Context: an optimization exercise on an open-source flow, tuned for small area, a short achievable clock period and few clock cycles per item. The choices shown serve that exercise and are no tape-out recipe.
RTL that was checked went through simulation tests only; none was proved equivalent to the original.
Power and IR drop assume default switching activity.

==> flow/design.v (excerpt) <==
module divide(clk, rst, new_inp, dvdend, len_a, dvsor, len_b, quotient, remainder, count_add, count_sub, done);
For scale: roughly 1700 cells after synthesis, roughly 110 flip-flops, ~0.010 mm² of cells after synthesis.
export LEC_CHECK = 0
export ABC_AREA = 1
export CAP_MARGIN = 20
export CORE_MARGIN = 2
export CORE_UTILIZATION = 40
export SETUP_SLACK_MARGIN = 2.8
export SLEW_MARGIN = 20
export DONT_USE_CELLS = sky130_fd_sc_hd__fa_1 sky130_fd_sc_hd__fa_2 sky130_fd_sc_hd__fa_4 sky130_fd_sc_hd__ha_1 sky130_fd_sc_hd__ha_2 sky130_fd_sc_hd__ha_4
export BUFFER_PORTS_ARGS = -buffer_cell sky130_fd_sc_hd__buf_1
create_clock -name core_clock -period 6.0 [get_ports {clk}]
standard.sh (not shown) runs the stock make flow with config.mk's settings and CLKGATE_MAP_FILE= SYNTH_SCRIPT=/design/flow/synth_recipe.tcl, a recipe that flattens the netlist after the stock synthesis.
==> flow/flow/run.sh <==
#!/bin/bash
# The standard layout (standard.sh: ORFS synthesis and every layout step
# unchanged) with two library choices added to config.mk:
#  - full and half adder cells are not used, so Yosys leaves adders to abc
#    as plain gates (faster than the fa/ha cells);
#  - buffer_ports inserts plain buf_1 port buffers (sized up later by the
#    repair steps where needed) instead of the delay cells it picks by default.
# Make's full output, with every tool's, goes to flow.log; ORFS also keeps
# each step's log under orfs/logs.
set -euo pipefail
cat >> config.mk <<'EOC'
export DONT_USE_CELLS = sky130_fd_sc_hd__fa_1 sky130_fd_sc_hd__fa_2 sky130_fd_sc_hd__fa_4 sky130_fd_sc_hd__ha_1 sky130_fd_sc_hd__ha_2 sky130_fd_sc_hd__ha_4
export BUFFER_PORTS_ARGS = -buffer_cell sky130_fd_sc_hd__buf_1
EOC
bash standard.sh finish > flow.log 2>&1
Edit:
--- a/flow/design.v
+++ b/flow/design.v
@@ -7,18 +7,19 @@
 	output [31:0] quotient, remainder;
 	output reg done;
 	output reg [4:0] count_add, count_sub;
 	reg [30:0] q;       
 	reg [30:0] r;       
 	reg z;              
 	reg [30:0] h;       
 	reg [3:0] m;        
-	wire bz = (len_b == 5'd1) & ~dvsor[0];
-	wire lt = len_a < len_b;
+	wire [5:0] sd = {1'b0, len_a} - {1'b0, len_b};
+	wire bz = (dvsor[30:0] == 31'd0);
+	wire lt = sd[5];
 	wire [3:0] fs = len_a[4:1] - len_b[4:1] - {3'd0, len_b[0] & ~len_a[0]};
 	wire [30:0] sh1 = fs[0] ? {dvsor[28:0], 2'b00} : dvsor[30:0];
 	wire [30:0] sh2 = fs[1] ? {sh1[26:0], 4'h0} : sh1;
 	wire [30:0] sh3 = fs[2] ? {sh2[22:0], 8'h00} : sh2;
 	wire [30:0] h0 = fs[3] ? {sh3[14:0], 16'h0000} : sh3;
 	wire [33:0] xa = {3'b000, r};
 	wire [33:0] xb = ~{3'b000, h};
 	wire [33:0] xc = ~{2'b00, h, 1'b0};
@@ -304,50 +305,46 @@
 	wire [34:0] a3_c = {a3_n44_g, a3_n60_g, a3_n32_g, a3_n59_g, a3_n43_g, a3_n58_g, a3_n36_g, a3_n57_g, a3_n42_g, a3_n56_g, a3_n33_g, a3_n55_g, a3_n41_g, a3_n54_g, a3_n35_g, a3_n53_g, a3_n40_g, a3_n52_g, a3_n30_g, a3_n51_g, a3_n39_g, a3_n50_g, a3_n34_g, a3_n49_g, a3_n38_g, a3_n48_g, a3_n26_g, a3_n47_g, a3_n37_g, a3_n46_g, a3_n18_g, a3_n45_g, a3_n1_g, a3_gc, 1'b1};
 	wire [33:0] a3_s = a3_p ^ a3_c[33:0];
 	wire a3_co = a3_c[34];
 	wire c1 = a1_co;    
 	wire c2 = a2_co;    
 	wire c3 = a3_co;    
 	wire d1 = c2;
 	wire d0 = c3 | (c1 & ~c2);
-	wire start = done & new_inp;
-	wire sel3 = ~start & c3;
-	wire sel2 = ~start & c2 & ~c3;
-	wire sel1 = ~start & ~c2;
-	wire [30:0] rn = ({31{start}} & (dvdend[30:0] | {31{bz}})) | ({31{sel3}} & a3_s[30:0])
-		| ({31{sel2}} & a2_s[30:0]) | ({31{sel1}} & a1_s[30:0]);
+	wire [30:0] rn = c3 ? a3_s[30:0] : c2 ? a2_s[30:0] : a1_s[30:0];
 	wire last = (m == 4'd0);
+	wire start = done & new_inp;
 	assign quotient = {z, q};
 	assign remainder = {z, r};
 	always @(posedge clk) begin
 		if (rst)
 			done <= 1'b1;
 		else if (start)
 			done <= bz | lt;
 		else if (!done)
 			done <= last;
 	end
 	always @(posedge clk) begin
 		if (done) begin
 			h <= h0;
-			m <= fs;
+			m <= sd[4:1];
 		end else begin
 			h <= h >> 2;
 			m <= m - 4'd1;
 		end
 	end
-	always @(posedge clk)
-		if (start | (~done & c1))
-			r <= rn;
 	always @(posedge clk) begin
 		if (start) begin
+			r <= dvdend[30:0] | {31{bz}};
 			q <= {31{bz}};
 			z <= bz;
-			count_add <= (bz | lt | len_a[0] ^ len_b[0]) ? 5'd0 : 5'd31;
+			count_add <= (bz | lt | sd[0]) ? 5'd0 : 5'd31;
 			count_sub <= (bz | lt) ? 5'd0 : 5'd1;
 		end else if (!done) begin
+			if (c1)
+				r <= rn;
 			q <= {q[28:0], d1, d0};
 			count_add <= count_add + {4'd0, ~d1} + {4'd0, ~d0};
 			count_sub <= count_sub + {4'd0, d1} + {4'd0, d0 & ~last};
 		end
 	end
 endmodule
Worst hold slack gets worse by 0.013 ns.
Setup slack is better by 0.073 ns.
Power climbs by 9.1%.
Area after synthesis is higher by 0.72%.
Sequential share of layout area is higher by 0.43 points.
Final cell count climbs by 1.8%.
Maximum frequency went up by 2.4%.
Global-route usage went down by 0.92 points.
Die area rises by 0.70%.
Clock power stays flat.
Design area shrinks by 1.7%.
No run of this note included a check of the RTL's function; only the layout flow was run.

---

== red ==
divide, a different RTL version from the one above (not shown whole).
Size: ~1800 cells after synthesis, ~150 I/O pins, roughly 11000 µm² of cells after synthesis.
==> flow/config.mk <==
export PLATFORM = sky130hd
export DESIGN_NAME = divide
export DESIGN_NICKNAME = divide
export VERILOG_FILES = /design/flow/design.v
export SDC_FILE = /design/flow/constraint.sdc
export NUM_CORES = 4
export LEC_CHECK = 0
export ABC_AREA = 1
export CAP_MARGIN = 20
export CORE_MARGIN = 2
export CORE_UTILIZATION = 40
export SETUP_SLACK_MARGIN = 2.8
export SLEW_MARGIN = 20
export DONT_USE_CELLS = sky130_fd_sc_hd__fa_1 sky130_fd_sc_hd__fa_2 sky130_fd_sc_hd__fa_4 sky130_fd_sc_hd__ha_1 sky130_fd_sc_hd__ha_2 sky130_fd_sc_hd__ha_4
export BUFFER_PORTS_ARGS = -buffer_cell sky130_fd_sc_hd__buf_1
==> flow/constraint.sdc <==
create_clock -name core_clock -period 6.0 [get_ports {clk}]
set_input_delay 1.2000 -clock core_clock [delete_from_list [all_inputs] [get_ports {clk}]]
set_output_delay 1.2000 -clock core_clock [all_outputs]
set_load 0.01 [all_outputs]
Scripts as last shown in full above: flow/flow/run.sh
Relative to red, the following input files were edited for green:
--- a/flow/design.v
+++ b/flow/design.v
@@ -1,27 +1,25 @@
 module divide(clk, rst, new_inp, dvdend, len_a, dvsor, len_b, quotient, remainder, count_add, count_sub, done);
 	input clk;
 	input rst;
 	input new_inp;
 	input [31:0] dvdend, dvsor;
 	input [4:0] len_a, len_b;
 	output [31:0] quotient, remainder;
 	output reg done;
-	output [4:0] count_add, count_sub;
+	output reg [4:0] count_add, count_sub;
 	reg [30:0] q;       
 	reg [30:0] r;       
 	reg z;              
 	reg [30:0] h;       
 	reg [3:0] m;        
-	reg [4:0] ca;       
-	reg [4:0] cs;       
-	wire bz = (len_b == 5'd1) & ~dvsor[0];
+	wire bz = (dvsor[30:0] == 31'd0);
 	wire lt = len_a < len_b;
 	wire [3:0] fs = len_a[4:1] - len_b[4:1] - {3'd0, len_b[0] & ~len_a[0]};
 	wire [30:0] sh1 = fs[0] ? {dvsor[28:0], 2'b00} : dvsor[30:0];
 	wire [30:0] sh2 = fs[1] ? {sh1[26:0], 4'h0} : sh1;
 	wire [30:0] sh3 = fs[2] ? {sh2[22:0], 8'h00} : sh2;
 	wire [30:0] h0 = fs[3] ? {sh3[14:0], 16'h0000} : sh3;
 	wire [33:0] xa = {3'b000, r};
 	wire [33:0] xb = ~{3'b000, h};
 	wire [33:0] xc = ~{2'b00, h, 1'b0};
 	wire [33:0] cs_s = xa ^ xb ^ xc;
@@ -309,22 +307,20 @@
 	wire c1 = a1_co;    
 	wire c2 = a2_co;    
 	wire c3 = a3_co;    
 	wire d1 = c2;
 	wire d0 = c3 | (c1 & ~c2);
 	wire [30:0] rn = c3 ? a3_s[30:0] : c2 ? a2_s[30:0] : a1_s[30:0];
 	wire last = (m == 4'd0);
 	wire start = done & new_inp;
 	assign quotient = {z, q};
 	assign remainder = {z, r};
-	assign count_add = ca + {4'd0, ~q[1]} + {4'd0, ~q[0]};
-	assign count_sub = cs + {4'd0, q[1]};
 	always @(posedge clk) begin
 		if (rst)
 			done <= 1'b1;
 		else if (start)
 			done <= bz | lt;
 		else if (!done)
 			done <= last;
 	end
 	always @(posedge clk) begin
 		if (done) begin
@@ -333,21 +329,21 @@
 		end else begin
 			h <= h >> 2;
 			m <= m - 4'd1;
 		end
 	end
 	always @(posedge clk) begin
 		if (start) begin
 			r <= dvdend[30:0] | {31{bz}};
 			q <= {31{bz}};
 			z <= bz;
-			ca <= bz ? 5'd0 : (lt | len_a[0] ^ len_b[0]) ? 5'd30 : 5'd29;
-			cs <= bz ? 5'd31 : lt ? 5'd0 : 5'd1;
+			count_add <= (bz | lt | len_a[0] ^ len_b[0]) ? 5'd0 : 5'd31;
+			count_sub <= (bz | lt) ? 5'd0 : 5'd1;
 		end else if (!done) begin
 			if (c1)
 				r <= rn;
 			q <= {q[28:0], d1, d0};
-			ca <= ca + {4'd0, ~q[1]} + {4'd0, ~q[0]};
-			cs <= cs + {4'd0, q[1]} + {4'd0, q[0]};
+			count_add <= count_add + {4'd0, ~d1} + {4'd0, ~d0};
+			count_sub <= count_sub + {4'd0, d1} + {4'd0, d0 & ~last};
 		end
 	end
 endmodule
==> comparison <==
green | status: complete | timing, DRC, antenna: pass
red finished every step from synthesis to the final layout, and the layout passed the timing, design-rule and antenna checks.
Diff red..green | global placer's final weighted congestion | negligible
What red reported for post-cts gate resize count has to be multiplied by 1.12 to get the figure for green.
register to output pin as the critical path class was reported by red, and input port to register by green.
Going from red to green, post-route non-filler standard cell count saw little to no change; relative contribution of the clock network to total power saw little to no change; HPWL after detailed placement saw an increase.
green against red: number of non-clock buffers has decreased; final worst slack has decreased; global-route wire length before repair has increased.
Per the comparison of green with red, clock-buffer cell count flat, internal power of the cells shows a reduction of 0.000078 W, number of stages on the worst hold path increased 1.
Function was not checked in any run of this note: the RTL went through the layout flow alone.

---

divide again, from the RTL that the note above started with.
==> flow/config.mk <==
export PLATFORM = sky130hd
export DESIGN_NAME = divide
export DESIGN_NICKNAME = divide
export VERILOG_FILES = /design/flow/design.v
export SDC_FILE = /design/flow/constraint.sdc
export NUM_CORES = 4
export LEC_CHECK = 0
export ABC_AREA = 1
export CAP_MARGIN = 20
export CORE_MARGIN = 2
export CORE_UTILIZATION = 40
export SETUP_SLACK_MARGIN = 2.9
export SLEW_MARGIN = 20
export DONT_USE_CELLS = sky130_fd_sc_hd__fa_1 sky130_fd_sc_hd__fa_2 sky130_fd_sc_hd__fa_4 sky130_fd_sc_hd__ha_1 sky130_fd_sc_hd__ha_2 sky130_fd_sc_hd__ha_4
export BUFFER_PORTS_ARGS = -buffer_cell sky130_fd_sc_hd__buf_1
==> flow/constraint.sdc <==
create_clock -name core_clock -period 6.0 [get_ports {clk}]
set_input_delay 1.2000 -clock core_clock [delete_from_list [all_inputs] [get_ports {clk}]]
set_output_delay 1.2000 -clock core_clock [all_outputs]
set_load 0.01 [all_outputs]
Scripts as last shown in full above: flow/flow/run.sh
Rerun with:
--- a/flow/design.v
+++ b/flow/design.v
@@ -1,28 +1,26 @@
 module divide(clk, rst, new_inp, dvdend, len_a, dvsor, len_b, quotient, remainder, count_add, count_sub, done);
 	input clk;
 	input rst;
 	input new_inp;
 	input [31:0] dvdend, dvsor;
 	input [4:0] len_a, len_b;
 	output [31:0] quotient, remainder;
 	output reg done;
-	output [4:0] count_add, count_sub;
+	output reg [4:0] count_add, count_sub;
 	reg [30:0] q;       
 	reg [30:0] r;       
 	reg z;              
 	reg [30:0] h;       
 	reg [3:0] m;        
-	reg [4:0] ca;       
-	reg [4:0] cs;       
 	wire bz = (len_b == 5'd1) & ~dvsor[0];
 	wire lt = len_a < len_b;
 	wire [3:0] fs = len_a[4:1] - len_b[4:1] - {3'd0, len_b[0] & ~len_a[0]};
 	wire [30:0] sh1 = fs[0] ? {dvsor[28:0], 2'b00} : dvsor[30:0];
 	wire [30:0] sh2 = fs[1] ? {sh1[26:0], 4'h0} : sh1;
 	wire [30:0] sh3 = fs[2] ? {sh2[22:0], 8'h00} : sh2;
 	wire [30:0] h0 = fs[3] ? {sh3[14:0], 16'h0000} : sh3;
 	wire [33:0] xa = {3'b000, r};
 	wire [33:0] xb = ~{3'b000, h};
 	wire [33:0] xc = ~{2'b00, h, 1'b0};
 	wire [33:0] cs_s = xa ^ xb ^ xc;
 	wire [33:0] cs_c = {(xa[32:0] & xb[32:0]) | (xa[32:0] & xc[32:0]) | (xb[32:0] & xc[32:0]), 1'b1};
@@ -307,47 +305,45 @@
 	wire [33:0] a3_s = a3_p ^ a3_c[33:0];
 	wire a3_co = a3_c[34];
 	wire c1 = a1_co;    
 	wire c2 = a2_co;    
 	wire c3 = a3_co;    
 	wire d1 = c2;
 	wire d0 = c3 | (c1 & ~c2);
 	wire [30:0] rn = c3 ? a3_s[30:0] : c2 ? a2_s[30:0] : a1_s[30:0];
 	wire last = (m == 4'd0);
 	wire start = done & new_inp;
 	assign quotient = {z, q};
 	assign remainder = {z, r};
-	assign count_add = ca + {4'd0, ~q[1]} + {4'd0, ~q[0]};
-	assign count_sub = cs + {4'd0, q[1]};
 	always @(posedge clk) begin
 		if (rst)
 			done <= 1'b1;
 		else if (start)
 			done <= bz | lt;
 		else if (!done)
 			done <= last;
 	end
 	always @(posedge clk) begin
 		if (done) begin
 			h <= h0;
 			m <= fs;
 		end else begin
 			h <= h >> 2;
 			m <= m - 4'd1;
 		end
 	end
 	always @(posedge clk) begin
 		if (start) begin
 			r <= dvdend[30:0] | {31{bz}};
 			q <= {31{bz}};
 			z <= bz;
-			ca <= bz ? 5'd0 : (lt | len_a[0] ^ len_b[0]) ? 5'd30 : 5'd29;
-			cs <= bz ? 5'd31 : lt ? 5'd0 : 5'd1;
+			count_add <= (bz | lt | len_a[0] ^ len_b[0]) ? 5'd0 : 5'd31;
+			count_sub <= (bz | lt) ? 5'd0 : 5'd1;
 		end else if (!done) begin
 			if (c1)
 				r <= rn;
 			q <= {q[28:0], d1, d0};
-			ca <= ca + {4'd0, ~q[1]} + {4'd0, ~q[0]};
-			cs <= cs + {4'd0, q[1]} + {4'd0, q[0]};
+			count_add <= count_add + {4'd0, ~d1} + {4'd0, ~d0};
+			count_sub <= count_sub + {4'd0, d1} + {4'd0, d0 & ~last};
 		end
 	end
 endmodule
Hold slack improves by 19 ps.
Synthesized cell count drops slightly.
Setup slack improves by 170 ps.
Core utilization drops by 0.46 points.
Via count climbs slightly.
Die area drops slightly.
Wire length climbs slightly.
Synthesized area drops slightly.
Global-route usage climbs by 0.71 points.
Register-to-register slack improves by 20 ps.
Maximum frequency climbs by a few percent.
Testbench counts after the change, summed over its fixed seeds: cycles 21,027, items 4,000.
For the first run of this note, only the layout was checked, not whether the RTL still works.

---

RTL: one of the versions met above, not the one the previous note started from.
For scale: roughly 1700 cells after synthesis, roughly 110 flip-flops, roughly 10000 um^2 of cells after synthesis.
==> flow/design.v (excerpt) <==
module divide(clk, rst, new_inp, dvdend, len_a, dvsor, len_b, quotient, remainder, count_add, count_sub, done);
	input clk;
	input rst;
	input new_inp;
	input [31:0] dvdend, dvsor;
	input [4:0] len_a, len_b;
	output [31:0] quotient, remainder;
	output reg done;
	output reg [4:0] count_add, count_sub;
	reg [30:0] q;       
	reg [30:0] r;       
	reg z;              
	reg [30:0] h;       
	reg [3:0] m;        
	wire bz = (len_b == 5'd1) & ~dvsor[0];
	wire lt = len_a < len_b;
	wire [3:0] fs = len_a[4:1] - len_b[4:1] - {3'd0, len_b[0] & ~len_a[0]};
	wire [30:0] sh1 = fs[0] ? {dvsor[28:0], 2'b00} : dvsor[30:0];
	wire [30:0] sh2 = fs[1] ? {sh1[26:0], 4'h0} : sh1;
	wire [30:0] sh3 = fs[2] ? {sh2[22:0], 8'h00} : sh2;
	wire [30:0] h0 = fs[3] ? {sh3[14:0], 16'h0000} : sh3;
	wire [33:0] xa = {3'b000, r};
	wire [33:0] xb = ~{3'b000, h};
	wire [33:0] xc = ~{2'b00, h, 1'b0};
	wire [33:0] cs_s = xa ^ xb ^ xc;
	wire [33:0] cs_c = {(xa[32:0] & xb[32:0]) | (xa[32:0] & xc[32:0]) | (xb[32:0] & xc[32:0]), 1'b1};
	wire [31:0] a1_a = {1'b0,r};
	wire [31:0] a1_b = ~{1'b0,h};
	wire [31:0] a1_p = a1_a ^ a1_b;
	wire [31:0] a1_g = a1_a & a1_b;
	wire [31:0] a1_t = a1_a | a1_b;
	wire a1_gc = a1_t[0];
	wire a1_n1_g = a1_g[1] | (a1_t[1] & a1_gc);
	wire a1_n2_g = a1_g[3] | (a1_t[3] & a1_g[2]);
	wire a1_n2_p = a1_t[3] & a1_t[2];
	wire a1_n3_g = a1_g[5] | (a1_t[5] & a1_g[4]);
	wire a1_n3_p = a1_t[5] & a1_t[4];
	wire a1_n4_g = a1_g[7] | (a1_t[7] & a1_g[6]);
	wire a1_n4_p = a1_t[7] & a1_t[6];
	wire a1_n5_g = a1_g[9] | (a1_t[9] & a1_g[8]);
	wire a1_n5_p = a1_t[9] & a1_t[8];
  ...
Settings: LEC_CHECK=0, ABC_AREA=1, CAP_MARGIN=20, CORE_MARGIN=2, CORE_UTILIZATION=40, SETUP_SLACK_MARGIN=2.8, SLEW_MARGIN=20, DONT_USE_CELLS=sky130_fd_sc_hd__fa_1 sky130_fd_sc_hd__fa_2 sky130_fd_sc_hd__fa_4 sky130_fd_sc_hd__ha_1 sky130_fd_sc_hd__ha_2 sky130_fd_sc_hd__ha_4, BUFFER_PORTS_ARGS=-buffer_cell sky130_fd_sc_hd__buf_1; clock period 6.0 ns.
Scripts as last shown in full above: flow/flow/run.sh
Testbench counts at the start, summed over its fixed seeds: cycles 21,027, items 4,000.
Next try:
--- a/flow/design.v
+++ b/flow/design.v
@@ -6,18 +6,19 @@
 	input [4:0] len_a, len_b;
 	output [31:0] quotient, remainder;
 	output reg done;
 	output reg [4:0] count_add, count_sub;
 	reg [30:0] q;       
 	reg [30:0] r;       
 	reg z;              
 	reg [30:0] h;       
 	reg [3:0] m;        
+	reg vf;             
 	wire bz = (len_b == 5'd1) & ~dvsor[0];
 	wire lt = len_a < len_b;
 	wire [3:0] fs = len_a[4:1] - len_b[4:1] - {3'd0, len_b[0] & ~len_a[0]};
 	wire [30:0] sh1 = fs[0] ? {dvsor[28:0], 2'b00} : dvsor[30:0];
 	wire [30:0] sh2 = fs[1] ? {sh1[26:0], 4'h0} : sh1;
 	wire [30:0] sh3 = fs[2] ? {sh2[22:0], 8'h00} : sh2;
 	wire [30:0] h0 = fs[3] ? {sh3[14:0], 16'h0000} : sh3;
 	wire [33:0] xa = {3'b000, r};
 	wire [33:0] xb = ~{3'b000, h};
@@ -330,20 +331,22 @@
 			h <= h >> 2;
 			m <= m - 4'd1;
 		end
 	end
 	always @(posedge clk) begin
 		if (start) begin
 			r <= dvdend[30:0] | {31{bz}};
 			q <= {31{bz}};
 			z <= bz;
-			count_add <= (bz | lt | len_a[0] ^ len_b[0]) ? 5'd0 : 5'd31;
+			vf <= ~(len_a[0] ^ len_b[0]);
+			count_add <= 5'd0;
 			count_sub <= (bz | lt) ? 5'd0 : 5'd1;
 		end else if (!done) begin
 			if (c1)
 				r <= rn;
 			q <= {q[28:0], d1, d0};
-			count_add <= count_add + {4'd0, ~d1} + {4'd0, ~d0};
+			vf <= 1'b0;
+			count_add <= count_add + {4'd0, ~d1 & ~vf} + {4'd0, ~d0};
 			count_sub <= count_sub + {4'd0, d1} + {4'd0, d0 & ~last};
 		end
 	end
 endmodule
The new run completed with no timing, DRC or antenna violations.
Wire length goes up by 1.1%.
Power goes up by about 3%.
Final cell count goes up by 1.3%.
Critical path depth goes up by 1.
Worst hold slack loses 0.0042 ns.
Utilization goes up by 0.72 points.
Clock skew goes down by 0.010 ns.
The RTL of the second run of this note was laid out without a check of its function.

[port drivers added, routing unchanged]
The results above use ideal ports. As a check the final layouts listed here were re-extracted and re-timed, cells and wires unchanged.
Step 1 assumes that a clkbuf_16 drives the clock port and a buf_2 every other input.
Step 2, shift: input delay + t, output delay - t, t = (earliest + latest rising clock arrival at the registers) / 2. This alone moves slack from input paths to output paths.
a / b / c = ideal / step 1 / step 2; a / b = the first two.
| run | shift t [ns] | setup WS [ns] | hold WS [ns] |
|---|---|---|---|
| the first run of note 1 | 0.409 | 2.851 / 2.879 / 2.470 | 0.480 / 0.480 / 0.480 |
| the second run of note 1 | 0.415 | 2.924 / 2.951 / 2.536 | 0.467 / 0.467 / 0.467 |
| red | 0.420 | 2.850 / 2.802 / 2.578 | 0.473 / 0.473 / 0.473 |
| green | 0.416 | 2.841 / 2.868 / 2.451 | 0.484 / 0.484 / 0.484 |
| the first run of note 3 | 0.420 | 2.800 / 2.752 / 2.585 | 0.474 / 0.474 / 0.474 |
| the second run of note 3 | 0.418 | 2.967 / 2.990 / 2.571 | 0.492 / 0.492 / 0.492 |
| the first run of note 4 | 0.416 | 2.961 / 2.988 / 2.572 | 0.492 / 0.492 / 0.492 |
| the second run of note 4 | 0.415 | 2.910 / 2.934 / 2.519 | 0.487 / 0.487 / 0.487 |
After both steps every run listed still meets setup and hold. The setup slack of the second run of note 3, which loses most, moves by +0.023 ns with the drivers and by -0.396 ns with both steps.
